This is an optimization exercise on Yosys and OpenROAD, whose aim is small area and a short achievable clock period, not a production implementation. The RTL was checked by simulation tests, not by an equivalence proof against the original design. Power is estimated from default activity; no workload was simulated.

--- flow/flow/run.sh ---
#!/bin/bash
# The standard layout (standard.sh: unchanged synthesis, placement, CTS,
# routing), with two settings changed:
#  - the resizer's setup repair aims at a larger slack than the ORFS default,
#    so that it sizes and buffers the critical paths although 12 ns is met;
#  - the port buffers are buf_2 cells (ORFS otherwise picks a 10 um2 delay
#    buffer); every input and output port is still buffered.
# make's output goes to orfs_make.log; each ORFS step logs to orfs/logs/.
set -euo pipefail
bash standard.sh SETUP_SLACK_MARGIN=8.3 \
    "BUFFER_PORTS_ARGS=-buffer_cell sky130_fd_sc_hd__buf_2" \
    finish > orfs_make.log 2>&1
--- flow/standard.sh ---
#!/bin/bash
# synth_recipe.tcl (not shown) runs the flow's synth.tcl, then flattens the netlist and writes it again
# the make line also repeats each setting of config.mk as NAME=value (left out here)
make -C /OpenROAD-flow-scripts/flow DESIGN_CONFIG=/design/flow/config.mk WORK_HOME=/design/flow/orfs CLKGATE_MAP_FILE= SYNTH_SCRIPT=/design/flow/synth_recipe.tcl "${@:-finish}"
--- flow/config.mk ---
export PLATFORM = sky130hd
export DESIGN_NAME = cpu
export DESIGN_NICKNAME = cpu
export VERILOG_FILES = /design/flow/design.v
export SDC_FILE = /design/flow/constraint.sdc
export NUM_CORES = 4
export LEC_CHECK = 0
export CAP_MARGIN = 20
export CORE_MARGIN = 2
export CORE_UTILIZATION = 55
export CTS_CLUSTER_DIAMETER = 60
export CTS_CLUSTER_SIZE = 20
export SLEW_MARGIN = 20
--- flow/constraint.sdc ---
create_clock -name core_clock -period 12.0 [get_ports {clk}]
set_input_delay 2.4000 -clock core_clock [delete_from_list [all_inputs] [get_ports {clk}]]
set_output_delay 2.4000 -clock core_clock [all_outputs]
set_load 0.01 [all_outputs]
--- flow/design.v ---
module cpu (
    input clk,
    input reset,
    output reg [15:0] mem_addr,
    output reg [7:0] mem_data_write,
    input [7:0] mem_data_read,
    output reg mem_do_write,
    input [4:0] interrupts_enabled,
    input [4:0] interrupts_request,
    output reg [4:0] interrupts_ack,
    output cpu_is_halted,
    output [15:0] dbg_pc,
    output [15:0] dbg_sp,
    output [15:0] dbg_AF,
    output [15:0] dbg_BC,
    output [15:0] dbg_DE,
    output [15:0] dbg_HL,
    output dbg_instruction_retired,
    output reg [7:0] dbg_last_opcode
);
localparam S_IDLE = 4'd0,   
           S_FET  = 4'd1,
           S_DEC  = 4'd2,
           S_CB   = 4'd3,
           S_IML  = 4'd4,
           S_IMH  = 4'd5,
           S_LDL  = 4'd6,
           S_LDH  = 4'd7,
           S_EX   = 4'd8,
           S_STL  = 4'd9,
           S_STH  = 4'd10,
           S_PDL  = 4'd11,
           S_PDH  = 4'd12,
           S_WB   = 4'd13;
reg [3:0] st, nst;
reg [1:0] ph;
reg halted;
reg ime;
reg [15:0] pc, sp;
reg [7:0] rA, rB, rC, rD, rE, rH, rL;
reg fZ, fN, fH, fC;
reg [15:0] t;           
reg [4:0] ih;           
reg cbm;                
wire [7:0] op = dbg_last_opcode;
wire [7:0] cbop = t[15:8];
wire intr = |ih;
assign cpu_is_halted = halted;
assign dbg_pc = pc;
assign dbg_sp = sp;
assign dbg_AF = {rA, fZ, fN, fH, fC, 4'b0};
assign dbg_BC = {rB, rC};
assign dbg_DE = {rD, rE};
assign dbg_HL = {rH, rL};
wire [4:0] irq = interrupts_request & interrupts_enabled;
wire pending = ime & |irq;
wire [4:0] irq_first = irq & (~irq + 5'd1);
wire op_halts = mem_data_read == 8'h76 || mem_data_read == 8'h10 ||
                mem_data_read == 8'hd3 || mem_data_read == 8'hdb ||
                mem_data_read == 8'hdd || mem_data_read == 8'he3 ||
                mem_data_read == 8'he4 || mem_data_read == 8'heb ||
                mem_data_read == 8'hec || mem_data_read == 8'hed ||
                mem_data_read == 8'hf4 || mem_data_read == 8'hfc ||
                mem_data_read == 8'hfd;
wire nrm = ~intr & ~cbm;
wire cbx = cbm;                  
wire intd = intr & ~cbm;         
reg cond;
always @(*)
    case (op[4:3])
        2'd0: cond = ~fZ;
        2'd1: cond = fZ;
        2'd2: cond = ~fC;
        default: cond = fC;
    endcase
wire o_ldrr_imm = (op & 8'hcf) == 8'h01;
wire o_st_a_rr  = (op & 8'hcf) == 8'h02;    
wire o_ld_a_rr  = (op & 8'hcf) == 8'h0a;    
wire o_inc16    = (op & 8'hcf) == 8'h03;
wire o_dec16    = (op & 8'hcf) == 8'h0b;
wire o_inc8     = (op & 8'hc7) == 8'h04;
wire o_dec8     = (op & 8'hc7) == 8'h05;
wire o_ld8_imm  = (op & 8'hc7) == 8'h06;
wire o_rota     = (op & 8'he7) == 8'h07;    
wire o_ldnnsp   = op == 8'h08;
wire o_addhl    = (op & 8'hcf) == 8'h09;
wire o_jr       = op == 8'h18;
wire o_jrcc     = (op & 8'he7) == 8'h20;
wire o_daa      = op == 8'h27;
wire o_cpl      = op == 8'h2f;
wire o_scf      = op == 8'h37;
wire o_ccf      = op == 8'h3f;
wire o_ldrr8    = op[7:6] == 2'b01 && op != 8'h76;
wire o_alu      = op[7:6] == 2'b10;
wire o_alui     = (op & 8'hc7) == 8'hc6;
wire o_retcc    = (op & 8'he7) == 8'hc0;
wire o_pop      = (op & 8'hcf) == 8'hc1;
wire o_jpcc     = (op & 8'he7) == 8'hc2;
wire o_jp       = op == 8'hc3;
wire o_callcc   = (op & 8'he7) == 8'hc4;
wire o_push     = (op & 8'hcf) == 8'hc5;
wire o_rst      = (op & 8'hc7) == 8'hc7;
wire o_ret      = op == 8'hc9;
wire o_reti     = op == 8'hd9;
wire o_call     = op == 8'hcd;
wire o_ldh_st   = op == 8'he0;
wire o_ldc_st   = op == 8'he2;
wire o_addsp    = op == 8'he8;
wire o_jphl     = op == 8'he9;
wire o_ldnn_st  = op == 8'hea;
wire o_ldh_ld   = op == 8'hf0;
wire o_ldc_ld   = op == 8'hf2;
wire o_di       = op == 8'hf3;
wire o_ldhlsp   = op == 8'hf8;
wire o_ldsphl   = op == 8'hf9;
wire o_ldnn_ld  = op == 8'hfa;
wire o_ei       = op == 8'hfb;
wire call_t  = o_call | (o_callcc & cond);
wire ret_t   = o_ret | o_reti | (o_retcc & cond);
wire jp_t    = o_jp | (o_jpcc & cond);
wire jr_t    = o_jr | (o_jrcc & cond);
wire hl_src  = (o_ldrr8 | o_alu) & (op[2:0] == 3'd6) |
               (o_inc8 | o_dec8) & (op[5:3] == 3'd6);
wire hl_dst  = (o_ldrr8 | o_inc8 | o_dec8 | o_ld8_imm) & (op[5:3] == 3'd6);
wire n_imm16 = o_ldrr_imm | o_ldnnsp | o_jpcc | o_jp | o_callcc | o_call |
               o_ldnn_st | o_ldnn_ld;
wire n_imm   = n_imm16 | o_ld8_imm | o_jr | o_jrcc | o_alui | o_ldh_st |
               o_addsp | o_ldh_ld | o_ldhlsp;
wire n_ld16  = o_pop | ret_t;
wire n_ld    = n_ld16 | o_ld_a_rr | o_ldh_ld | o_ldc_ld | o_ldnn_ld | hl_src;
wire n_st16  = o_ldnnsp | o_push | call_t | o_rst;
wire n_st    = n_st16 | o_st_a_rr | o_ldh_st | o_ldc_st | o_ldnn_st | hl_dst;
wire n_pad   = call_t | o_retcc | o_ret | o_reti | o_rst | jp_t | jr_t |
               o_ldsphl | o_inc16 | o_dec16 | o_addhl | o_addsp | o_ldhlsp | o_push;
wire n_pad8  = (o_retcc & cond) | o_addsp;
wire cb_hl   = cbop[2:0] == 3'd6;
wire cb_bit  = cbop[7:6] == 2'b01;
wire d_imm   = nrm & n_imm;
wire d_imm16 = nrm & n_imm16;
wire d_ld    = nrm ? n_ld : (cbx & cb_hl);
wire d_ld16  = nrm & n_ld16;
wire d_st    = nrm ? n_st : intd | (cbx & cb_hl & ~cb_bit);
wire d_st16  = nrm ? n_st16 : intr;
wire d_pad   = nrm & n_pad;
wire d_pad8  = nrm & n_pad8;
reg [1:0] n_len;
always @(*)
    if (n_imm16) n_len = 2'd3;
    else if (n_imm | op == 8'hcb) n_len = 2'd2;
    else n_len = 2'd1;
wire [1:0] pc_inc = intr ? (cbm ? 2'd1 : 2'd0) : (cbm ? 2'd2 : n_len);
reg [1:0] c_pcinc;
always @(posedge clk) c_pcinc <= pc_inc;
wire [15:0] pcn = pc + {14'b0, c_pcinc};
wire hlpm = (o_st_a_rr | o_ld_a_rr) & op[5];           
wire o_popret = o_pop | o_ret | o_reti | o_retcc;
wire alu8 = o_alu | o_alui;
wire [2:0] alu_kind = op[5:3];    
wire sub8 = (alu8 & (alu_kind == 3'd2 | alu_kind == 3'd3 | alu_kind == 3'd7)) | o_dec8;
reg [2:0] k_sidx;
always @(*)
    if (cbm) k_sidx = cbop[2:0];
    else if (o_inc8 | o_dec8) k_sidx = op[5:3];
    else if (o_addhl) k_sidx = 3'd5;       
    else k_sidx = op[2:0];
wire k_useT = k_sidx == 3'd6 | (nrm & (o_ld_a_rr | o_ldh_ld | o_ldc_ld | o_ldnn_ld |
                                      o_addsp | o_ldhlsp | o_jr | o_jrcc));
wire k_xP  = nrm & (o_inc16 | o_dec16 | hlpm | o_addhl | o_addsp | o_ldhlsp | o_ldsphl | o_jphl);
wire k_xM  = nrm & (o_jr | o_jrcc);
wire k_xA  = nrm & (alu8 | o_daa | o_cpl);
wire k_x01 = nrm & o_inc8;
wire k_xFF = nrm & o_dec8;
wire k_xT  = nrm & (o_ldrr_imm | o_pop | jp_t | call_t | ret_t);
wire k_y01 = nrm & (o_inc16 | (hlpm & ~op[4]));
wire k_yM1 = nrm & (o_dec16 | (hlpm & op[4]));
wire k_yHL = nrm & o_addhl;
wire k_ySx = nrm & (o_addsp | o_ldhlsp | o_jr | o_jrcc);
wire k_yZ  = nrm & (o_ldrr_imm | o_pop | jp_t | call_t | ret_t | o_ldsphl | o_jphl);
wire k_yInv = nrm & ((alu8 & sub8) | (o_daa & fN));
wire k_daa6  = nrm & o_daa & (fH | (~fN & (rA[3:0] > 4'h9)));
wire k_daa60 = nrm & o_daa & (fC | (~fN & (rA > 8'h99)));
wire k_cin = nrm & ((o_jr | o_jrcc) | (o_daa & fN) |
                    (alu8 & (alu_kind == 3'd2 | alu_kind == 3'd7)) |
                    (alu8 & alu_kind == 3'd1 & fC) | (alu8 & alu_kind == 3'd3 & ~fC));
wire k_wSh   = (cbm & cbop[7:6] == 2'b00) | (nrm & o_rota);
wire k_wBand = cbm & cbop[7:6] == 2'b01;
wire k_wBres = cbm & cbop[7:6] == 2'b10;
wire k_wBset = cbm & cbop[7:6] == 2'b11;
wire k_wCpl  = nrm & o_cpl;
wire k_wAnd  = nrm & alu8 & alu_kind == 3'd4;
wire k_wXor  = nrm & alu8 & alu_kind == 3'd5;
wire k_wOr   = nrm & alu8 & alu_kind == 3'd6;
wire k_wSum  = nrm & ((alu8 & (alu_kind[2] == 1'b0 | alu_kind == 3'd7)) | o_inc8 | o_dec8 | o_daa);
wire k_wT    = nrm & o_ld_a_rr & op[5];    
wire [2:0] k_shk = cbm ? cbop[5:3] : {1'b0, op[4:3]};
reg [2:0] k_didx;
reg k_w8;
always @(*) begin
    k_didx = 3'd7;
    k_w8 = 1'b0;
    if (cbm) begin
        k_didx = cbop[2:0];
        k_w8 = ~cb_bit;
    end else if (nrm) begin
        if (o_ldrr8 | o_ld8_imm | o_inc8 | o_dec8) begin k_didx = op[5:3]; k_w8 = 1'b1; end
        else if ((alu8 & alu_kind != 3'd7) | o_rota | o_daa | o_cpl |
                 o_ld_a_rr | o_ldh_ld | o_ldc_ld | o_ldnn_ld) k_w8 = 1'b1;
    end
end
wire k_w16 = nrm & (o_ldrr_imm | o_pop | o_inc16 | o_dec16 | o_addhl | o_ldhlsp | hlpm |
                    o_addsp | o_ldsphl);
wire [1:0] k_w16i = (o_addhl | o_ldhlsp | hlpm) ? 2'd2 : (o_addsp | o_ldsphl) ? 2'd3 : op[5:4];
wire k_popaf = nrm & o_pop & op[5:4] == 2'd3;
wire k_weA  = (k_w8 & k_didx == 3'd7) | k_popaf;
wire k_weB  = (k_w8 & k_didx == 3'd0) | (k_w16 & k_w16i == 2'd0);
wire k_weC  = (k_w8 & k_didx == 3'd1) | (k_w16 & k_w16i == 2'd0);
wire k_weD  = (k_w8 & k_didx == 3'd2) | (k_w16 & k_w16i == 2'd1);
wire k_weE  = (k_w8 & k_didx == 3'd3) | (k_w16 & k_w16i == 2'd1);
wire k_weH  = (k_w8 & k_didx == 3'd4) | (k_w16 & k_w16i == 2'd2);
wire k_weL  = (k_w8 & k_didx == 3'd5) | (k_w16 & k_w16i == 2'd2);
wire k_weSP = k_w16 & k_w16i == 2'd3 & ~o_pop;
wire k_spst = intr | (nrm & (o_push | call_t | o_rst | o_pop | ret_t));
wire k_rb8  = k_w8 & ~hlpm;    
wire k_aw8  = k_w8;            
reg k_zZ8, k_zA, k_nA, k_hC4, k_hC12, k_hA, k_cC8, k_cSh, k_cC16, k_cA, k_hInv, k_cInv;
reg [3:0] k_fk;    
always @(*) begin
    k_zZ8 = 0; k_zA = 0; k_nA = 0; k_hC4 = 0; k_hC12 = 0; k_hA = 0;
    k_cC8 = 0; k_cSh = 0; k_cC16 = 0; k_cA = 0; k_hInv = 0; k_cInv = 0;
    k_fk = {fZ, fN, fH, fC};
    if (cbm) begin
        case (cbop[7:6])
            2'b00: begin k_zZ8 = 1; k_fk[2:1] = 2'b00; k_cSh = 1; end
            2'b01: begin k_zZ8 = 1; k_fk[2:1] = 2'b01; end
            default: ;
        endcase
    end else if (nrm) begin
        if (alu8) begin
            k_zZ8 = 1;
            case (alu_kind)
                3'd4: k_fk[2:0] = 3'b010;
                3'd5, 3'd6: k_fk[2:0] = 3'b000;
                default: begin k_fk[2] = sub8; k_hC4 = 1; k_hInv = sub8; k_cC8 = 1; k_cInv = sub8; end
            endcase
        end
        else if (o_inc8 | o_dec8) begin k_zZ8 = 1; k_fk[2] = sub8; k_hC4 = 1; k_hInv = sub8; end
        else if (o_daa) begin k_zZ8 = 1; k_fk[1] = 1'b0; k_fk[0] = fC | (~fN & (rA > 8'h99)); end
        else if (o_cpl) k_fk[2:1] = 2'b11;
        else if (o_scf) k_fk[2:0] = 3'b001;
        else if (o_ccf) k_fk[2:0] = {2'b00, ~fC};
        else if (o_rota) begin k_fk[3:1] = 3'b000; k_cSh = 1; end
        else if (o_addhl) begin k_fk[2] = 1'b0; k_hC12 = 1; k_cC16 = 1; end
        else if (o_addsp | o_ldhlsp) begin k_fk[3:2] = 2'b00; k_hC4 = 1; k_cC8 = 1; end
        else if (o_pop & op[5:4] == 2'd3) begin k_zA = 1; k_nA = 1; k_hA = 1; k_cA = 1; end
    end
end
wire k_npcS = nrm & (jp_t | call_t | ret_t | jr_t | o_jphl);
wire k_npcV = intd | (nrm & o_rst);
wire [7:0] k_vec = intd ? {1'b0, 1'b1, ih[4], ih[3] | ih[2], ih[3] | ih[1], 3'b0}
                        : {2'b00, op[5:3], 3'b0};
reg [2:0] c_shk;
reg c_cin, c_wT, c_wSh, c_wBand, c_wBres, c_wBset, c_wCpl, c_wAnd, c_wXor, c_wOr,
    c_wSum, c_weA, c_weB, c_weC, c_weD, c_weE, c_weH, c_weL, c_weSP, c_spst, c_rb8, c_aw8,
    c_zZ8, c_zA, c_nA, c_hC4, c_hC12, c_hA, c_cC8, c_cSh, c_cC16, c_cA, c_hInv, c_cInv,
    c_npcS, c_npcV;
always @(posedge clk) begin
    c_shk <= k_shk;
    c_cin <= k_cin & ~incmode; c_wT <= k_wT;
    c_wSh <= k_wSh; c_wBand <= k_wBand; c_wBres <= k_wBres; c_wBset <= k_wBset;
    c_wCpl <= k_wCpl; c_wAnd <= k_wAnd; c_wXor <= k_wXor; c_wOr <= k_wOr; c_wSum <= k_wSum;
    c_weA <= k_weA; c_weB <= k_weB; c_weC <= k_weC; c_weD <= k_weD; c_weE <= k_weE;
    c_weH <= k_weH; c_weL <= k_weL; c_weSP <= k_weSP; c_spst <= k_spst; c_rb8 <= k_rb8;
    c_aw8 <= k_aw8;
    c_zZ8 <= k_zZ8; c_zA <= k_zA; c_nA <= k_nA; c_hC4 <= k_hC4; c_hC12 <= k_hC12; c_hA <= k_hA;
    c_cC8 <= k_cC8; c_cSh <= k_cSh; c_cC16 <= k_cC16; c_cA <= k_cA; c_hInv <= k_hInv;
    c_cInv <= k_cInv;
    c_npcS <= k_npcS; c_npcV <= k_npcV;
end
reg [7:0] sv_c;
always @(*)
    if (k_useT) sv_c = t[7:0];
    else case (k_sidx)
        3'd0: sv_c = rB;
        3'd1: sv_c = rC;
        3'd2: sv_c = rD;
        3'd3: sv_c = rE;
        3'd4: sv_c = rH;
        3'd5: sv_c = rL;
        default: sv_c = rA;
    endcase
function [1:0] psel_of(input [7:0] x);
    if ((x & 8'hcf) == 8'hc1 || (x & 8'he7) == 8'hc0 || x == 8'hc9 || x == 8'hd9 ||
        x == 8'h08 || x == 8'he8 || x == 8'hf8)
        psel_of = 2'd3;
    else if ((x & 8'hcf) == 8'hc5 || (x & 8'hc7) == 8'h03 || (x & 8'hcf) == 8'h09 ||
             (x & 8'he7) == 8'h02)
        psel_of = x[5:4];
    else
        psel_of = 2'd2;
endfunction
reg [1:0] psel;
always @(posedge clk)
    if (st == S_FET) psel <= psel_of(mem_data_read);
reg [15:0] P;
always @(*)
    case (psel)
        2'd0: P = {rB, rC};
        2'd1: P = {rD, rE};
        2'd2: P = {rH, rL};
        default: P = sp;
    endcase
reg sp_dn;
always @(posedge clk) sp_dn <= intr | o_push | call_t | o_rst;
wire [15:0] spn = {sp[15:1] + (sp_dn ? 15'h7fff : 15'h0001), sp[0]};
wire [15:0] sext_t = {{8{t[7]}}, t[7:0]};
wire [7:0] daa_v = {1'b0, k_daa60, k_daa60, 2'b00, k_daa6, k_daa6, 1'b0};
wire incmode;
wire xm = k_xM | incmode;
wire xo = ~incmode;
wire [15:0] ax_c = ({16{xm}} & mem_addr) | ({16{k_xP & xo}} & P) | ({16{k_xT & xo}} & t) |
                   ({16{k_xA & xo}} & {8'h00, rA}) |
                   {8'h00, {7{k_xFF & xo}}, (k_xFF | k_x01) & xo};
wire y_c01  = incmode | k_y01;
wire y_cFF  = xo & k_yM1;
wire y_daa  = xo & nrm & o_daa;
wire y_sv   = xo & ~k_y01 & ~k_yM1 & ~k_yZ & ~(nrm & o_daa);
wire y_svInv = nrm & alu8 & sub8;
wire [7:0] ay_lo = ({8{y_sv}} & (sv_c ^ {8{y_svInv}})) | ({8{y_daa}} & (daa_v ^ {8{fN}})) |
                   {7'b0, y_c01} | {8{y_cFF}};
wire [7:0] ay_hi = {8{y_cFF}} | ({8{xo & k_yHL}} & rH) | ({8{xo & k_ySx}} & {8{t[7]}});
wire [15:0] ay_c = {ay_hi, ay_lo};
reg [15:0] ax, ay;
always @(posedge clk) begin
    ax <= ax_c;
    ay <= ay_c;
end
wire [7:0] sv = ay[7:0];
wire [7:0] av = ax[7:0];
wire [16:0] asum = {1'b0, ax} + {1'b0, ay} + {16'b0, c_cin};
wire c4  = ax[4] ^ ay[4] ^ asum[4];
wire c8  = ax[8] ^ ay[8] ^ asum[8];
wire c12 = ax[12] ^ ay[12] ^ asum[12];
wire c16 = asum[16];
wire [7:0] bmask = 8'b1 << cbop[5:3];
reg [7:0] sh_out;
reg sh_c;
always @(*)
    case (c_shk)
        3'd0: begin sh_out = {sv[6:0], sv[7]}; sh_c = sv[7]; end    
        3'd1: begin sh_out = {sv[0], sv[7:1]}; sh_c = sv[0]; end    
        3'd2: begin sh_out = {sv[6:0], fC}; sh_c = sv[7]; end       
        3'd3: begin sh_out = {fC, sv[7:1]}; sh_c = sv[0]; end       
        3'd4: begin sh_out = {sv[6:0], 1'b0}; sh_c = sv[7]; end     
        3'd5: begin sh_out = {sv[7], sv[7:1]}; sh_c = sv[0]; end    
        3'd6: begin sh_out = {sv[3:0], sv[7:4]}; sh_c = 1'b0; end   
        default: begin sh_out = {1'b0, sv[7:1]}; sh_c = sv[0]; end  
    endcase
wire w8_other = ~(c_wT | c_wSh | c_wBand | c_wBres | c_wBset | c_wCpl | c_wAnd | c_wXor | c_wOr | c_wSum);
wire [7:0] w8 = ({8{c_wT}} & t[7:0]) | ({8{c_wSh}} & sh_out) | ({8{c_wBand}} & sv & bmask) |
                ({8{c_wBres}} & sv & ~bmask) | ({8{c_wBset}} & (sv | bmask)) |
                ({8{c_wCpl}} & ~av) | ({8{c_wAnd}} & av & sv) | ({8{c_wXor}} & (av ^ sv)) |
                ({8{c_wOr}} & (av | sv)) | ({8{c_wSum}} & asum[7:0]) | ({8{w8_other}} & sv);
wire z8 = w8 == 8'h00;
wire [15:0] rb = c_rb8 ? {w8, w8} : asum[15:0];
wire [3:0] fnew = {
    c_zZ8 ? z8 : c_zA ? asum[7] : k_fk[3],
    c_nA ? asum[6] : k_fk[2],
    c_hC4 ? c4 ^ c_hInv : c_hC12 ? c12 : c_hA ? asum[5] : k_fk[1],
    c_cC8 ? c8 ^ c_cInv : c_cSh ? sh_c : c_cC16 ? c16 : c_cA ? asum[4] : k_fk[0]};
wire [15:0] npc = c_npcS ? asum[15:0] : c_npcV ? {8'h00, k_vec} : pcn;
wire k_amSP  = ~cbm & (intr | o_push | call_t | o_rst);
wire k_amIOt = ~cbm & ~intr & (o_ldh_st | o_ldh_ld);
wire k_amIOC = ~cbm & ~intr & (o_ldc_st | o_ldc_ld);
wire k_amT   = ~cbm & ~intr & (o_ldnn_st | o_ldnn_ld | o_ldnnsp);
reg c_amSP, c_amIOt, c_amIOC, c_amT, opF2;
always @(posedge clk) begin
    c_amSP <= k_amSP; c_amIOt <= k_amIOt; c_amIOC <= k_amIOC; c_amT <= k_amT;
end
wire in_dec = st == S_DEC;
wire a_SP  = ~in_dec & c_amSP;
wire a_IOt = ~in_dec & c_amIOt;
wire a_IOC = in_dec ? opF2 : c_amIOC;
wire a_T   = ~in_dec & c_amT;
wire a_P   = ~(a_SP | a_IOt | a_IOC | a_T);
wire [15:0] am = ({16{a_P}} & P) | ({16{a_SP}} & spn) | ({16{a_T}} & t) |
                 {{8{a_IOt | a_IOC}}, ({8{a_IOt}} & t[7:0]) | ({8{a_IOC}} & rC)};
wire k_sdw8 = cbm | (~intr & hl_dst);
wire k_sdpc = intd | (nrm & (call_t | o_rst));
wire k_sdaf = nrm & o_push & op[5:4] == 2'd3;
wire k_sdP  = nrm & ((o_push & op[5:4] != 2'd3) | o_ldnnsp);
wire k_sdhy = intr & cbm & cbop[7:6] == 2'b11;
reg sd_w8, sd_pc, sd_af, sd_P, sd_hy;
always @(posedge clk) begin
    sd_w8 <= k_sdw8; sd_pc <= k_sdpc; sd_af <= k_sdaf; sd_P <= k_sdP; sd_hy <= k_sdhy;
end
wire sd_A  = ~(sd_w8 | sd_pc | sd_af | sd_P);
wire [7:0] sd_lo = ({8{sd_w8}} & w8) | ({8{sd_pc}} & pcn[7:0]) |
                   ({8{sd_af}} & {fZ, fN, fH, fC, 4'b0}) | ({8{sd_P}} & P[7:0]) |
                   ({8{sd_A}} & rA);
wire [7:0] sd_hi = ({8{sd_hy}} & {8{t[7]}}) |
                   ({8{sd_pc}} & pcn[15:8]) | ({8{sd_af}} & rA) | ({8{sd_P}} & P[15:8]);
reg opcb;    
wire cb_go = opcb & ~pending;
wire ph3 = ph == 2'd3;
assign incmode = (st == S_FET) |
                 (ph == 2'd2 & ((st == S_IML & c_imm16) | (st == S_LDL & c_ld16) |
                                (st == S_STL & c_st16)));
reg c_ld, c_ld16, c_st, c_st16, c_pad, c_pad8, c_imm16;
always @(posedge clk) begin
    c_ld <= d_ld; c_ld16 <= d_ld16; c_st <= d_st; c_st16 <= d_st16;
    c_pad <= d_pad; c_pad8 <= d_pad8; c_imm16 <= d_imm16;
end
wire s_idle = st == S_IDLE, s_fet = st == S_FET, s_dec = st == S_DEC, s_cb = st == S_CB,
     s_iml = st == S_IML, s_imh = st == S_IMH, s_ldl = st == S_LDL, s_ldh = st == S_LDH,
     s_ex = st == S_EX, s_stl = st == S_STL, s_sth = st == S_STH, s_pdl = st == S_PDL,
     s_pdh = st == S_PDH, s_wb = st == S_WB;
wire grp = ~(s_idle | s_fet | s_dec | s_ex | s_wb);
wire go_iml = s_dec & d_imm;
wire go_ldl = (s_dec & ~d_imm & d_ld) |
              (ph3 & c_ld & (s_cb | (s_iml & ~c_imm16) | s_imh));
wire go_imh = ph3 & s_iml & c_imm16;
wire go_ldh = ph3 & s_ldl & c_ld16;
wire go_ex  = (s_dec & ~opcb & ~d_imm & ~d_ld) |
              (ph3 & ((s_cb & ~c_ld) | (s_iml & ~c_imm16 & ~c_ld) | (s_imh & ~c_ld) |
                      (s_ldl & ~c_ld16) | s_ldh));
wire go_stl = s_ex & c_st;
wire go_sth = ph3 & s_stl & c_st16;
wire go_pdl = (s_ex & ~c_st & c_pad) | (ph3 & c_pad & ((s_stl & ~c_st16) | s_sth));
wire go_pdh = ph3 & s_pdl & c_pad8;
wire go_wb  = (s_ex & ~c_st & ~c_pad) |
              (ph3 & (((s_stl & ~c_st16) | s_sth) & ~c_pad | (s_pdl & ~c_pad8) | s_pdh));
always @(*) begin
    nst = st;
    if (s_fet) nst = S_DEC;
    if (go_iml) nst = S_IML;
    if (go_imh) nst = S_IMH;
    if (go_ldl) nst = S_LDL;
    if (go_ldh) nst = S_LDH;
    if (go_ex) nst = S_EX;
    if (go_stl) nst = S_STL;
    if (go_sth) nst = S_STH;
    if (go_pdl) nst = S_PDL;
    if (go_pdh) nst = S_PDH;
    if (go_wb) nst = S_WB;
    if (s_idle | s_wb) nst = (pending | ~halted) ? S_FET : S_IDLE;
    if (s_dec & opcb) nst = pending ? S_EX : S_CB;
end
wire to_wb  = go_wb;
wire to_inc = go_iml | go_imh | go_ldh | go_sth;    
wire to_ldl = go_ldl;
wire to_stl = go_stl;
wire to_sth = go_sth;
reg in_wb;
assign dbg_instruction_retired = in_wb;
always @(posedge clk) begin
    if (st == S_FET) begin
        ih <= pending ? irq_first : 5'b0;
        opcb <= mem_data_read == 8'hcb;
        opF2 <= mem_data_read == 8'hf2;
        cbm <= 1'b0;
    end
    if (st == S_DEC) cbm <= cb_go;
    if (ph == 2'd1 && (st == S_IML || st == S_LDL)) t[7:0] <= mem_data_read;
    if (ph == 2'd1 && (st == S_CB || st == S_IMH || st == S_LDH)) t[15:8] <= mem_data_read;
    if (to_stl) mem_data_write <= sd_lo;
    if (to_sth) mem_data_write <= sd_hi;
end
always @(posedge clk) begin
    interrupts_ack <= 5'b0;
    if (reset) begin
        st <= S_IDLE;
        in_wb <= 1'b0;
        ph <= 2'd0;
        halted <= 1'b0;
        pc <= 16'h0000;
        sp <= 16'h0000;
        rA <= 8'h00; rB <= 8'h00; rC <= 8'h00; rD <= 8'h00;
        rE <= 8'h00; rH <= 8'h00; rL <= 8'h00;
        {fZ, fN, fH, fC} <= 4'h0;
        mem_do_write <= 1'b0;
        mem_addr <= 16'h0000;
        ime <= 1'b0;
    end else begin
        st <= nst;
        in_wb <= to_wb;
        ph <= grp ? ph + 2'd1 : 2'd0;
        mem_do_write <= to_stl | to_sth;
        if (st == S_FET) begin
            dbg_last_opcode <= mem_data_read;
            halted <= op_halts & ~pending;
        end
        if (s_idle | s_wb) halted <= halted & ~pending;
        if (to_inc | (s_dec & opcb & ~pending)) mem_addr <= asum[15:0];
        if (to_ldl | to_stl) mem_addr <= am;
        if (to_wb) begin
            pc <= npc;
            mem_addr <= npc;
            interrupts_ack <= ih;
            {fZ, fN, fH, fC} <= fnew;
            if (nrm & o_di) ime <= 1'b0;
            if (nrm & (o_ei | o_reti)) ime <= 1'b1;
            if (c_weA) rA <= c_aw8 ? w8 : rb[15:8];
            if (c_weB) rB <= rb[15:8];
            if (c_weC) rC <= rb[7:0];
            if (c_weD) rD <= rb[15:8];
            if (c_weE) rE <= rb[7:0];
            if (c_weH) rH <= rb[15:8];
            if (c_weL) rL <= rb[7:0];
            if (c_weSP) sp <= rb;
            if (c_spst) sp <= spn;
        end
    end
end
endmodule
==> qor.yml, run 1 <==
outcome:
  outcome: "timing/DRC/antenna clean"
routing:
  firstDrtPassIters: 9
  num_vias: 17200
  wl_um: 68800
  vias_per_cell: 7.11
  drc: 0
  ant_nets: 0
  wl_per_cell_um: 28.4
  drt_iter0_drc: 2881
setup_path:
  required_ns: 12.41
  ff2ff_path_depth: 7
  r2r_end: "rB[0]$_SDFFE_PP0P_"
  crit_type: "register to register"
  arrival_ns: 4.12
  cp_max_fo: 29
  endpoint_kind: "register"
  start_kind: "register"
  rrSetupSlack_ns: 8.29
  rr_startpoint: "st[3]$_SDFFE_PP0P_"
placement:
  dp_cells: 2341
  portBuffers: 151
  gp_congestion: 1.08
  hpwl_um: 49200
synth:
  synth_area_mm2: 0.0160
  synth_ff_type: "dfxtp_1"
  synthAdderAreaFrac_pct: 3.77
  synthArstFlopShare_pct: 0
  netlist_instances: 1916
  ys_seq_area_share_pct: 34.0
  synth-simple-area-share_pct: 21.0
  synth_enable_flop_cells: 42
  synth_xor_area_share_pct: 3.06
  ys_ff_latch: 251
  synth.mux.area_fraction_pct: 5.83
  synth-compound-area-share_pct: 26.8
  postSynthAreaPerCell_um2: 8.36
  synth_top_family_by_area: "compound AO/OA/AOI/OAI gates"
  synth_warnings: 1
  synthDistinctLibCells: 105
floorplan:
  fp.dieH_um: 175
  core_area_mm2: 0.0287
  rows: 62
  fp.dieW_um: 175
  start_util_pct: 55.8
  io_pins: 156
  dieArea_mm2: 0.0305
final_layout:
  num-nets-final: 2087
  finalNonFillerCells: 2423
  area_growth_pct: 14.9
  drive_gt1_share_pct: 17.7
power:
  vdd_ir_drop_max_mv: 0.162
  p_total_mw: 3.31
  p_per_area_mw_per_mm2: 180
  power_leakage_nw: 7.30
sta:
  setup_viol: 0
  hold_viol: 0
  max-slew-margin-rel_pct: 24.1
  worst_slew_pin_slew_ns: 1.13
  fin_crit_ns: 3.71
  max_freq_mhz: 269
  tns_ns: 0
  finClkSkew_ns: 0.0188
  final-max-slew-violation-count: 0
  rsz0062_at_grt: "true"
  timing.final.crit_share_pct: 30.9
clock_network:
  clock-sinks: 251
  clock_path_buffers: 3
  cts_root_buffer: "clkbuf_16"
  clk_pin_slew_worst_paths_ns: 0.08
  cts_tree: "yes"
  worst_skew_pair.late_latency_ns: 0.55
  cts_hold_buf: 0
  cts_buffers: 22
  htree_num_levels: 1
grt:
  grt_use_total_pct: 43.5
  grt_first_pass_wirelength_um: 101000
  antenna_found_initial: 4
  grt_max_degree: 85
  grt_overflow_total: 0
  grt_pass1_vias: 15600
worst_hold_path:
  hold_depth: 1
  hold_end: "ph[0]$_SDFF_PP0_"
  hold_path.class: "register to register"
  hp-start: "ph[0]$_SDFF_PP0_"
flow_run:
  maxCapViolCount: 0
worst max-delay path, stage by stage (launching register included):
cell and delay (ns):
dfxtp_1 0.71, nand2_1 0.24, o32a_1 0.45, o22ai_4 0.75, buf_4 0.52, and2_1 0.57
mux2i_1 0.26, nor2_1 0.06
cells in the final DEF (no fill, tap or decap), types with 31 or more instances in the layout:
cell / count
mux2i_1: 41
ha_1: 41
a211oi_1: 44
dfxtp_1: 200
nand2b_1: 31
edfxtp_1: 42
nand2_1: 232
nor3_1: 52
nand3_1: 40
a21oi_1: 139
xnor2_1: 31
buf_4: 48
inv_1: 63
nor2_1: 159
buf_2: 149
o21ai_0: 88
worst max path at each step:
stage,start,end,slack (ns)
3_5_place_dp,interrupts_request[0],mem_addr[0]$_SDFFE_PP0P_,7.59
4_1_cts,dbg_last_opcode[2]$_DFFE_PP_,dbg_last_opcode[2],8.31
2_1_floorplan,interrupts_request[1],mem_addr[8]$_SDFFE_PP0P_,8.25
3_3_place_gp,interrupts_request[0],mem_addr[0]$_SDFFE_PP0P_,7.60
6_report,st[3]$_SDFFE_PP0P_,rB[0]$_SDFFE_PP0P_,8.29
5_1_grt,st[3]$_SDFFE_PP0P_,rB[5]$_SDFFE_PP0P_,8.16
state kept, by name, indices dropped and copies added (netlist names), 2 cells and up:
name / flops
rE: 8
mem_addr: 16
ay: 16
sp: 16
rD: 8
t: 16
psel: 2
rA: 8
c_pcinc: 2
pc: 16
ph: 2
dbg_last_opcode: 8
rL: 8
st: 4
rB: 8
interrupts_ack: 5
ih: 5
mem_data_write: 8
rH: 8
c_shk: 3
ax: 16
rC: 8
cell type report:
cell class | count | area, um^2
diodes | 2 | 5.00
clock buffers | 24 | 579
clock inverters | 15 | 213
fillers | 2487 | 10300
inverters | 65 | 244
multi-input cells | 1467 | 9900
flip-flops and latches | 251 | 5460
well taps | 384 | 480
repair buffers | 215 | 1520
report_power, final:
group	switching (mW)	internal [mW]
combinational	0.915	0.490
sequential	0.156	0.948
clock	0.386	0.413
total	1.46	1.85
what timing repair did:
action,4_1_cts,5_1_grt
resized for setup,31,20
setup endpoints to repair,48,77
buffers inserted,17,15
cloned,7,1
pin swaps,2,3
kinds of logic after synthesis:
| kind of cell | after synthesis |
|---|---|
| DFF | 251 |
| buffers and inverters | 202 |
| adders and majority gates | 46 |
| AOI/OAI and AO/OA | 599 |
| muxes | 70 |
| and+or+nand+nor | 691 |
| other | 1 |
| xor gates and xnor gates | 56 |
cells in the mapped netlist (42+ instances only):
| cell | instances | area share (%) |
|---|---|---|
| a211oi_1 | 45 | 2.1 |
| nor3_1 | 52 | 1.6 |
| o21ai_0 | 91 | 2.8 |
| edfxtp_1 | 42 | 7.9 |
| mux2i_1 | 46 | 2.9 |
| inv_1 | 63 | 1.5 |
| nand2_1 | 238 | 5.6 |
| a21oi_1 | 139 | 4.3 |
| nor2_1 | 165 | 3.9 |
| dfxtp_1 | 209 | 26 |
| clkbuf_1 | 83 | 1.9 |
layer usage:
metal | global-route usage [%] | vias to the layer above | wire length [um]
li1 | - | 7394 | -
met1 | 58.8 | 8055 | 25900
met2 | 65.7 | 1475 | 28900
met3 | 10.8 | 309 | 9860
met4 | 20.1 | 2 | 4160
met5 | 0 | - | 32
stage by stage:
stage          utilization [%]  instance area (um^2)  hold slack, ns  setup slack, ns
2_1_floorplan                -                 16100           0.433             8.25
3_3_place_gp              59.0                 16900           0.452             7.60
3_5_place_dp              59.0                 16900           0.471             7.59
4_1_cts                   63.3                 18200           0.488             8.31
5_1_grt                   64.1                 18400           0.520             8.16
6_report                  64.1                 18400           0.476             8.29
==> inputs of run 2 (changes only) <==
--- a/flow/design.v
+++ b/flow/design.v
@@ -400,4 +400,28 @@
 wire [7:0] sd_hi = ({8{sd_hy}} & {8{t[7]}}) |
                    ({8{sd_pc}} & pcn[15:8]) | ({8{sd_af}} & rA) | ({8{sd_P}} & P[15:8]);
+function fetch_imm(input [7:0] x);
+    fetch_imm = (x & 8'hcf) == 8'h01 || x == 8'h08 || (x & 8'he7) == 8'hc2 || x == 8'hc3 ||
+                (x & 8'he7) == 8'hc4 || x == 8'hcd || x == 8'hea || x == 8'hfa ||
+                (x & 8'hc7) == 8'h06 || x == 8'h18 || (x & 8'he7) == 8'h20 ||
+                (x & 8'hc7) == 8'hc6 || x == 8'he0 || x == 8'he8 || x == 8'hf0 || x == 8'hf8;
+endfunction
+function fetch_ld(input [7:0] x, input z, input c);
+    reg cc;
+    begin
+        case (x[4:3])
+            2'd0: cc = ~z;
+            2'd1: cc = z;
+            2'd2: cc = ~c;
+            default: cc = c;
+        endcase
+        fetch_ld = (x & 8'hcf) == 8'hc1 || x == 8'hc9 || x == 8'hd9 ||
+                   ((x & 8'he7) == 8'hc0 && cc) ||
+                   (x & 8'hcf) == 8'h0a || x == 8'hf0 || x == 8'hf2 || x == 8'hfa ||
+                   (x[7:6] == 2'b01 && x[2:0] == 3'd6 && x != 8'h76) ||
+                   (x[7:6] == 2'b10 && x[2:0] == 3'd6) ||
+                   (((x & 8'hc7) == 8'h04 || (x & 8'hc7) == 8'h05) && x[5:3] == 3'd6);
+    end
+endfunction
+reg f_imm, f_ld;
 reg opcb;    
 wire cb_go = opcb & ~pending;
@@ -416,10 +440,10 @@
      s_pdh = st == S_PDH, s_wb = st == S_WB;
 wire grp = ~(s_idle | s_fet | s_dec | s_ex | s_wb);
-wire go_iml = s_dec & d_imm;
-wire go_ldl = (s_dec & ~d_imm & d_ld) |
+wire go_iml = s_dec & f_imm;
+wire go_ldl = (s_dec & ~f_imm & f_ld) |
               (ph3 & c_ld & (s_cb | (s_iml & ~c_imm16) | s_imh));
 wire go_imh = ph3 & s_iml & c_imm16;
 wire go_ldh = ph3 & s_ldl & c_ld16;
-wire go_ex  = (s_dec & ~opcb & ~d_imm & ~d_ld) |
+wire go_ex  = (s_dec & ~opcb & ~f_imm & ~f_ld) |
               (ph3 & ((s_cb & ~c_ld) | (s_iml & ~c_imm16 & ~c_ld) | (s_imh & ~c_ld) |
                       (s_ldl & ~c_ld16) | s_ldh));
@@ -454,17 +478,4 @@
 assign dbg_instruction_retired = in_wb;
 always @(posedge clk) begin
-    if (st == S_FET) begin
-        ih <= pending ? irq_first : 5'b0;
-        opcb <= mem_data_read == 8'hcb;
-        opF2 <= mem_data_read == 8'hf2;
-        cbm <= 1'b0;
-    end
-    if (st == S_DEC) cbm <= cb_go;
-    if (ph == 2'd1 && (st == S_IML || st == S_LDL)) t[7:0] <= mem_data_read;
-    if (ph == 2'd1 && (st == S_CB || st == S_IMH || st == S_LDH)) t[15:8] <= mem_data_read;
-    if (to_stl) mem_data_write <= sd_lo;
-    if (to_sth) mem_data_write <= sd_hi;
-end
-always @(posedge clk) begin
     interrupts_ack <= 5'b0;
     if (reset) begin
@@ -489,8 +500,19 @@
             dbg_last_opcode <= mem_data_read;
             halted <= op_halts & ~pending;
+            ih <= pending ? irq_first : 5'b0;
+            opcb <= mem_data_read == 8'hcb;
+            opF2 <= mem_data_read == 8'hf2;
+            f_imm <= ~pending & fetch_imm(mem_data_read);
+            f_ld <= ~pending & fetch_ld(mem_data_read, fZ, fC);
+            cbm <= 1'b0;
         end
         if (s_idle | s_wb) halted <= halted & ~pending;
+        if (st == S_DEC) cbm <= cb_go;
+        if (ph == 2'd1 && (st == S_IML || st == S_LDL)) t[7:0] <= mem_data_read;
+        if (ph == 2'd1 && (st == S_CB || st == S_IMH || st == S_LDH)) t[15:8] <= mem_data_read;
         if (to_inc | (s_dec & opcb & ~pending)) mem_addr <= asum[15:0];
         if (to_ldl | to_stl) mem_addr <= am;
+        if (to_stl) mem_data_write <= sd_lo;
+        if (to_sth) mem_data_write <= sd_hi;
         if (to_wb) begin
             pc <= npc;
==> qor.yml, run 2 <==
routing:
  ant_nets: 0  # unchanged
  num_vias: 17100  # -0.76%
  drc: 0  # unchanged
  firstDrtPassIters: 9  # unchanged
  vias_per_cell: 6.97  # -2.0%
  drt_iter0_drc: 2578  # -11%
  wl_per_cell_um: 27.8  # -2.2%
  wl_um: 68100  # -1.0%
flow_run:
  maxCapViolCount: 0  # unchanged
setup_path:
  arrival_ns: 1.29  # -2.83 ns
  required_ns: 9.60  # -2.81 ns
  crit_type: "register to output pin"
  crit_chain: "buf_2"
  start_kind: "register"
  cpMaxStageDelayCell: "dfxtp_1"
  endpoint_kind: "output pin"
  cpPeakStageDelay_ns: 0.54  # -0.21 ns
  cp_max_fo: 5  # -83%
  critPathTopFamily: "flip-flops"
  worst-path-buf-inv: 1  # unchanged
grt:
  antenna_found_initial: 1  # -3
  grt_first_pass_wirelength_um: 99500  # -1.0%
  grt_max_degree: 70  # -18%
  grt_use_total_pct: 42.7  # -0.83 points
  grt_pass1_vias: 15600  # +0.47%
  grt_overflow_total: 0  # unchanged
final_layout:
  final_cell_area_mm2: 0.0183  # -0.38%
  num-nets-final: 2109  # +1.1%
  layout_common_cells: "nand2_1 (205), dfxtp_1 (194), a21oi_1 (167)"
  area_growth_pct: 12.2
  mostFrequentLayoutCell: "nand2_1"
  drive_gt1_share_pct: 17.4  # -0.30 points
synth:
  ys_ff_latch: 253  # +0.80%
  synth-simple-area-share_pct: 21.0  # about the same
  synth.most_common_cell: "dfxtp_1"
  postSynthAreaPerCell_um2: 8.30  # -0.65%
  synthAdderAreaFrac_pct: 3.75  # -0.012 points
  synth-compound-area-share_pct: 27.5  # +0.70 points
  synthArstFlopShare_pct: 0  # unchanged
  synthTopCellsByCount: "dfxtp_1 (209), nand2_1 (208), a21oi_1 (171)"
  synthTopCellsByArea: "dfxtp_1 (26%), edfxtp_1 (8.1%), a21oi_1 (5.2%)"
  synth_ff_type: "dfxtp_1"
  netlist_instances: 1967  # +2.7%
  synth_top_family_by_area: "compound AO/OA/AOI/OAI gates"
  synth_top_area_share_pct: 25.6  # -0.51 points
  synthDistinctLibCells: 113  # +7.6%
  synth_enable_flop_cells: 44  # +4.8%
  synth_area_leader_cell: "dfxtp_1"
  synth_xor_area_share_pct: 2.95  # -0.11 points
  synth.mux.area_fraction_pct: 5.15  # -0.68 points
  synth_area_mm2: 0.0163  # +2.0%
  synth_warnings: 1  # unchanged
  ys_seq_area_share_pct: 33.7  # -0.30 points
power:
  p_per_area_mw_per_mm2: 167  # -7.1%
  power_leakage_nw: 7.14  # -2.1%
  vdd_ir_drop_max_mv: 0.209  # +29%
sta:
  max-slew-margin-rel_pct: 26.4  # +2.2 points
  rsz0062_at_grt: "true"
  timing.final.crit_share_pct: 30.8  # -0.15 points
  hold_viol: 0  # unchanged
  setup_slack_ns: 8.31  # +0.0183 ns
  setup_viol: 0  # unchanged
  worst_slew_pin_slew_ns: 1.10  # -0.0344 ns
  fin_crit_ns: 3.69  # -0.0183 ns
  tns_ns: 0  # unchanged
  max_freq_mhz: 271  # +0.50%
  finClkSkew_ns: 0.0189  # +0.000118 ns
  fin_hold_ws_ns: 0.475  # -0.00180 ns
  final-max-slew-violation-count: 0  # unchanged
clock_network:
  htree_num_levels: 1  # unchanged
  cts_hold_buf: 0  # unchanged
  clock-sinks: 253  # +0.80%
  cts_tree: "yes"
  clk_pin_slew_worst_paths_ns: 0.07  # about the same
  cts_buffers: 25  # +14%
  cts_root_buffer: "clkbuf_16"
  clock_path_buffers: 3  # unchanged
  worst_skew_pair.late_latency_ns: 0.55  # about the same
floorplan:
  rows: 63  # +1.6%
  fp.dieH_um: 176  # +0.97%
  dieArea_mm2: 0.0311  # +2.0%
  fp.dieW_um: 176  # +0.97%
  core_area_mm2: 0.0294  # +2.4%
  io_pins: 156  # unchanged
  start_util_pct: 55.5  # -0.24 points
worst_hold_path:
  hold_path.class: "register to register"
placement:
  portBuffers: 151  # unchanged
  gp_congestion: 1.05  # -3.2%
  place_area_mm2: 0.0171  # +1.1%
  place_ws_ns: 7.65  # +0.0571 ns
  hpwl_um: 50000  # +1.5%
outcome:
  outcome: "timing/DRC/antenna clean"
[run 2: cell types whose count changed in the layout (fill, tap and decap cells not counted), moves of 9 or more]
cell,delta
a21oi_1,+28
a221o_1,+12
a31oi_1,+9
buf_4,-16
mux2i_1,-13
nand2_1,-27
nand3_1,+29
nand4_1,-15
o21ai_0,+19
[run 2: repair_timing]
item,CTS,global route
pin swaps,0,3
resized for setup,25,17
gates cloned,2,1
setup buffers,8,10
endpoints found under the setup margin,24,49
[run 2: area by class of cell]
type                            count  area, um^2
Multi-Input combinational cell   1506       10000
Inverter                           68         255
Timing Repair Buffer              190        1180
Tap cell                          390         488
Clock inverter                     18         221
Sequential cell                   253        5520
Fill cell                        2640       11100
Antenna cell                        2        5.00
Clock buffer                       26         639
[run 2: worst paths after layout]
path	endpoint	depth (start not counted)	slack (ns)	from
hold reg to reg	ph[0]$_SDFF_PP0_	1	0.47	ph[0]$_SDFF_PP0_
hold / removal	ph[0]$_SDFF_PP0_	1	0.47	ph[0]$_SDFF_PP0_
setup reg to reg	mem_addr[12]$_SDFFE_PP0P_	7	8.34	st[1]$_SDFFE_PP0P_
setup / recovery	dbg_AF[5]	1	8.31	fH$_SDFFE_PP0P_
[run 2: per-layer routing]
metal / track usage, % / share of wire (%)
met4: 22.6 / 6.9
met1: 58.5 / 39
met3: 10.0 / 13
met5: 0 / 0.018
met2: 62.3 / 41
[run 2: worst register-to-register path, delay by kind of cell (launching register included)]
| kind | cells | cell delay, ns |
|---|---|---|
| DFF | 1 | 0.79 |
| and+or+nand+nor | 4 | 1.03 |
| AOI/OAI and AO/OA | 3 | 1.72 |
[run 2: logic make-up after synthesis]
kind of cell	Yosys count
muxes	62
buffers and inverters	211
and+or+nand+nor	687
adders and majority gates	47
AOI/OAI and AO/OA	651
xor gates and xnor gates	55
other	1
DFF	253
[run 2: stage by stage]
step	utilization, %	cells	power [mW]
after floorplan	-	1970	1.77
after global placement	58.2	2386	2.13
after detailed placement	58.2	2386	2.14
after CTS	61.8	2440	2.98
after global routing	62.3	2451	3.15
final	62.3	2453	3.06
[run 2: power breakdown]
| part | switching, mW | internal, mW | leakage [nW] |
|---|---|---|---|
| clock network | 0.399 | 0.434 | 0.416 |
| logic | 0.754 | 0.383 | 4.63 |
| registers | 0.150 | 0.940 | 2.10 |
| total | 1.30 | 1.76 | 7.14 |
==> inputs of run 3 (changes only) <==
--- a/flow/config.mk
+++ b/flow/config.mk
@@ -8,5 +8,5 @@
 export CAP_MARGIN = 20
 export CORE_MARGIN = 2
-export CORE_UTILIZATION = 55
+export CORE_UTILIZATION = 62
 export CTS_CLUSTER_DIAMETER = 60
 export CTS_CLUSTER_SIZE = 20
==> qor.yml, run 3 <==
routing:
  ant_nets: 0  # unchanged
  firstDrtPassIters: 9  # unchanged
  drt_iter0_drc: 3060  # +19%
  drc: 0  # unchanged
  wl_per_cell_um: 28.7  # +3.1%
  num_vias: 17700  # +3.5%
  vias_per_cell: 7.37  # +5.6%
  wl_um: 68800  # +1.0%
synth:
  synth_ff_type: "dfxtp_1"
  synth_warnings: 1  # unchanged
  synthArstFlopShare_pct: 0  # unchanged
  ys_ff_latch: 253  # unchanged
  synth.most_common_cell: "dfxtp_1"
  synthTopCellsByArea: "dfxtp_1 (26%), edfxtp_1 (8.1%), a21oi_1 (5.2%)"
  netlist_instances: 1967  # unchanged
  synth_enable_flop_cells: 44  # unchanged
  synth_area_leader_cell: "dfxtp_1"
  ys_seq_area_share_pct: 33.7  # unchanged
  postSynthAreaPerCell_um2: 8.30  # unchanged
  synthTopCellsByCount: "dfxtp_1 (209), nand2_1 (208), a21oi_1 (171)"
  synthDistinctLibCells: 113  # unchanged
  synth_top_area_share_pct: 25.6  # unchanged
  synth_area_mm2: 0.0163  # unchanged
floorplan:
  io_pins: 156  # unchanged
  start_util_pct: 62.8  # +7.3 points
  fp.dieH_um: 166  # -5.7%
  core_area_mm2: 0.0260  # -12%
  fp.dieW_um: 166  # -5.7%
  rows: 59  # -6.3%
  dieArea_mm2: 0.0277  # -11%
final_layout:
  area_growth_pct: 12.2  # about the same
  num-nets-final: 2116  # +0.33%
  layout_common_cells: "nand2_1 (205), dfxtp_1 (194), a21oi_1 (167)"
  drive_gt1_share_pct: 17.4  # about the same
  utilization_pct: 70.5  # +8.2 points
  fillerInstances: 2091  # -21%
  finalNonFillerCells: 2403  # -2.0%
  mostFrequentLayoutCell: "nand2_1"
grt:
  grt_max_degree: 71  # +1.4%
  grt_first_pass_wirelength_um: 101000  # +1.6%
  grt_use_total_pct: 47.6  # +4.9 points
  antenna_found_initial: 2  # +1
  grt_overflow_total: 0  # unchanged
  grt_pass1_vias: 16000  # +2.3%
setup_path:
  startpoint: "mem_addr[14]$_SDFFE_PP0P_"
  worst-path-buf-inv: 1  # unchanged
  crit_chain: "buf_2"
  cp_max_fo: 4  # -1
  cpPeakStageDelay_ns: 0.58  # +0.04 ns
  critPathTopFamily: "flip-flops"
  start_kind: "register"
  rr_startpoint: "ay[3]$_DFF_P_"
  required_ns: 9.60  # about the same
  cpMaxStageDelayCell: "dfxtp_1"
  endpoint_kind: "output pin"
  arrival_ns: 1.35  # +0.06 ns
  crit_type: "register to output pin"
placement:
  gp_congestion: 1.07  # +2.2%
  hpwl_um: 49200  # -1.6%
  portBuffers: 151  # unchanged
  dp_cells: 2332  # -2.3%
sta:
  max_freq_mhz: 267  # -1.5%
  finClkSkew_ns: 0.0205  # +0.00157 ns
  final-max-slew-violation-count: 0  # unchanged
  fin_crit_ns: 3.75  # +0.0548 ns
  rsz0062_at_grt: "false"
  tns_ns: 0  # unchanged
  worst_slew_pin_slew_ns: 1.27  # +0.176 ns
  fin_hold_ws_ns: 0.477  # +0.00285 ns
  timing.final.crit_share_pct: 31.2  # +0.46 points
  setup_viol: 0  # unchanged
  max-slew-margin-rel_pct: 14.6  # -12 points
  hold_viol: 0  # unchanged
clock_network:
  cts_root_buffer: "clkbuf_16"
  clock_path_buffers: 3  # unchanged
  htree_num_levels: 1  # unchanged
  cts_tree: "yes"
  worst_skew_pair.late_latency_ns: 0.55  # about the same
  clk_pin_slew_worst_paths_ns: 0.08  # about the same
  clock-sinks: 253  # unchanged
  cts_buffers: 22  # -12%
power:
  power_leakage_nw: 7.16  # +0.22%
  p_per_area_mw_per_mm2: 166  # -0.66%
  vdd_ir_drop_max_mv: 0.151  # -28%
worst_hold_path:
  hp-start: "mem_addr[10]$_SDFFE_PP0P_"
  hold_path.class: "register to register"
flow_run:
  maxCapViolCount: 0  # unchanged
outcome:
  outcome: "timing/DRC/antenna clean"
## run 3: cell counts after synthesis
Identical to the previous run, type by type.
## run 3: worst paths after layout
kind,end,slack [ns],cells past startpoint
max,mem_addr[14],8.25,1
min,mem_addr[10]$_SDFFE_PP0P_,0.48,2
min reg2reg,mem_addr[10]$_SDFFE_PP0P_,0.48,2
max reg2reg,sp[5]$_SDFFE_PP0P_,8.32,10
## run 3: routing by layer
metal / track usage (%) / vias to the layer above / wire, um
li1: - / 7476 / -
met2: 70.0 / 1664 / 28100
met3: 14.4 / 399 / 10800
met5: 0 / - / 24
met1: 63.0 / 8158 / 24500
met4: 25.4 / 2 / 5380
## run 3: logic make-up (layout without fill, tap and decap cells)
family,count (synthesis),after routing,share of synthesized area (%)
AND/OR/NAND/NOR,687,687,21.0
multiplexers,62,62,5.15
buffers and inverters,211,307,5.97
flip-flops,253,253,33.7
other,1,6,0.0230
adder cells (fa/ha/maj),47,47,3.75
AO/OA/AOI/OAI,651,651,27.5
XOR/XNOR,55,55,2.95
## run 3: power breakdown
group / leakage (nW) / total (mW) / switching [mW] / internal, mW
logic: 4.70 / 1.17 / 0.774 / 0.400
clock network: 0.362 / 0.774 / 0.382 / 0.392
registers: 2.10 / 1.09 / 0.151 / 0.940
total: 7.16 / 3.04 / 1.31 / 1.73
## run 3: worst register-to-register path, delay by kind of cell, from the launching register on
| kind | cells | cell delay [ns] |
|---|---|---|
| buffers and inverters | 1 | 0.16 |
| XOR/XNOR | 1 | 0.74 |
| flip-flops | 1 | 0.49 |
| adder cells (fa/ha/maj) | 1 | 0.46 |
| AO/OA/AOI/OAI | 6 | 1.36 |
| multiplexers | 1 | 0.39 |
## run 3: cell type report
class	instances	area (um^2)	share of cell area, %
Multi-Input combinational cell	1506	10000	54.7
Sequential cell	253	5520	30.2
Timing Repair Buffer	200	1330	7.27
Clock inverter	15	184	1.00
Clock buffer	24	579	3.16
Antenna cell	2	5.00	0.0273
Inverter	68	255	1.39
Tap cell	335	419	2.29
## run 3: through the flow
stage	setup slack [ns]	power (mW)	instance area, um^2
after global routing	8.27	3.11	18300
after detailed placement	7.67	2.14	17000
after global placement	7.70	2.12	17000
after CTS	8.15	2.91	18000
after floorplan	8.13	1.77	16400
final	8.25	3.04	18300
## run 3: repair_timing
action,CTS,global route
pin swaps,0,3
setup endpoints to repair,38,56
buffers inserted,7,17
hold endpoints to repair,0,0
resized for setup,23,23
hold buffers,0,0
cloned,2,4

[port drivers added, routing unchanged]
The results above use ideal ports. As a check the final layouts listed here were re-extracted and re-timed, cells and wires unchanged.
Step 1 sets driving cells, clkbuf_16 on the clock port and buf_2 on the other inputs (assumed; they add their load-dependent delay and slew).
Step 2 also shifts input and output timing later by t, the mid clock arrival at the registers, as if the neighbouring blocks saw the same clock.
Slacks: ideal ports / drivers / drivers and shift; pairs: ideal ports / drivers.
| run | shift t [ns] | setup WS [ns] | worst setup path at the end |
|---|---|---|---|
| run 1 | 0.595 | 8.288 / 8.241 / 7.805 | input to register |
| run 2 | 0.592 | 8.306 / 8.253 / 7.831 | input to register |
| run 3 | 0.589 | 8.251 / 8.199 / 7.830 | input to register |
After both steps setup and hold are still met in every run listed. For run 1, which loses most, drivers alone change the setup slack by -0.047 ns; drivers and shift together by -0.483 ns.
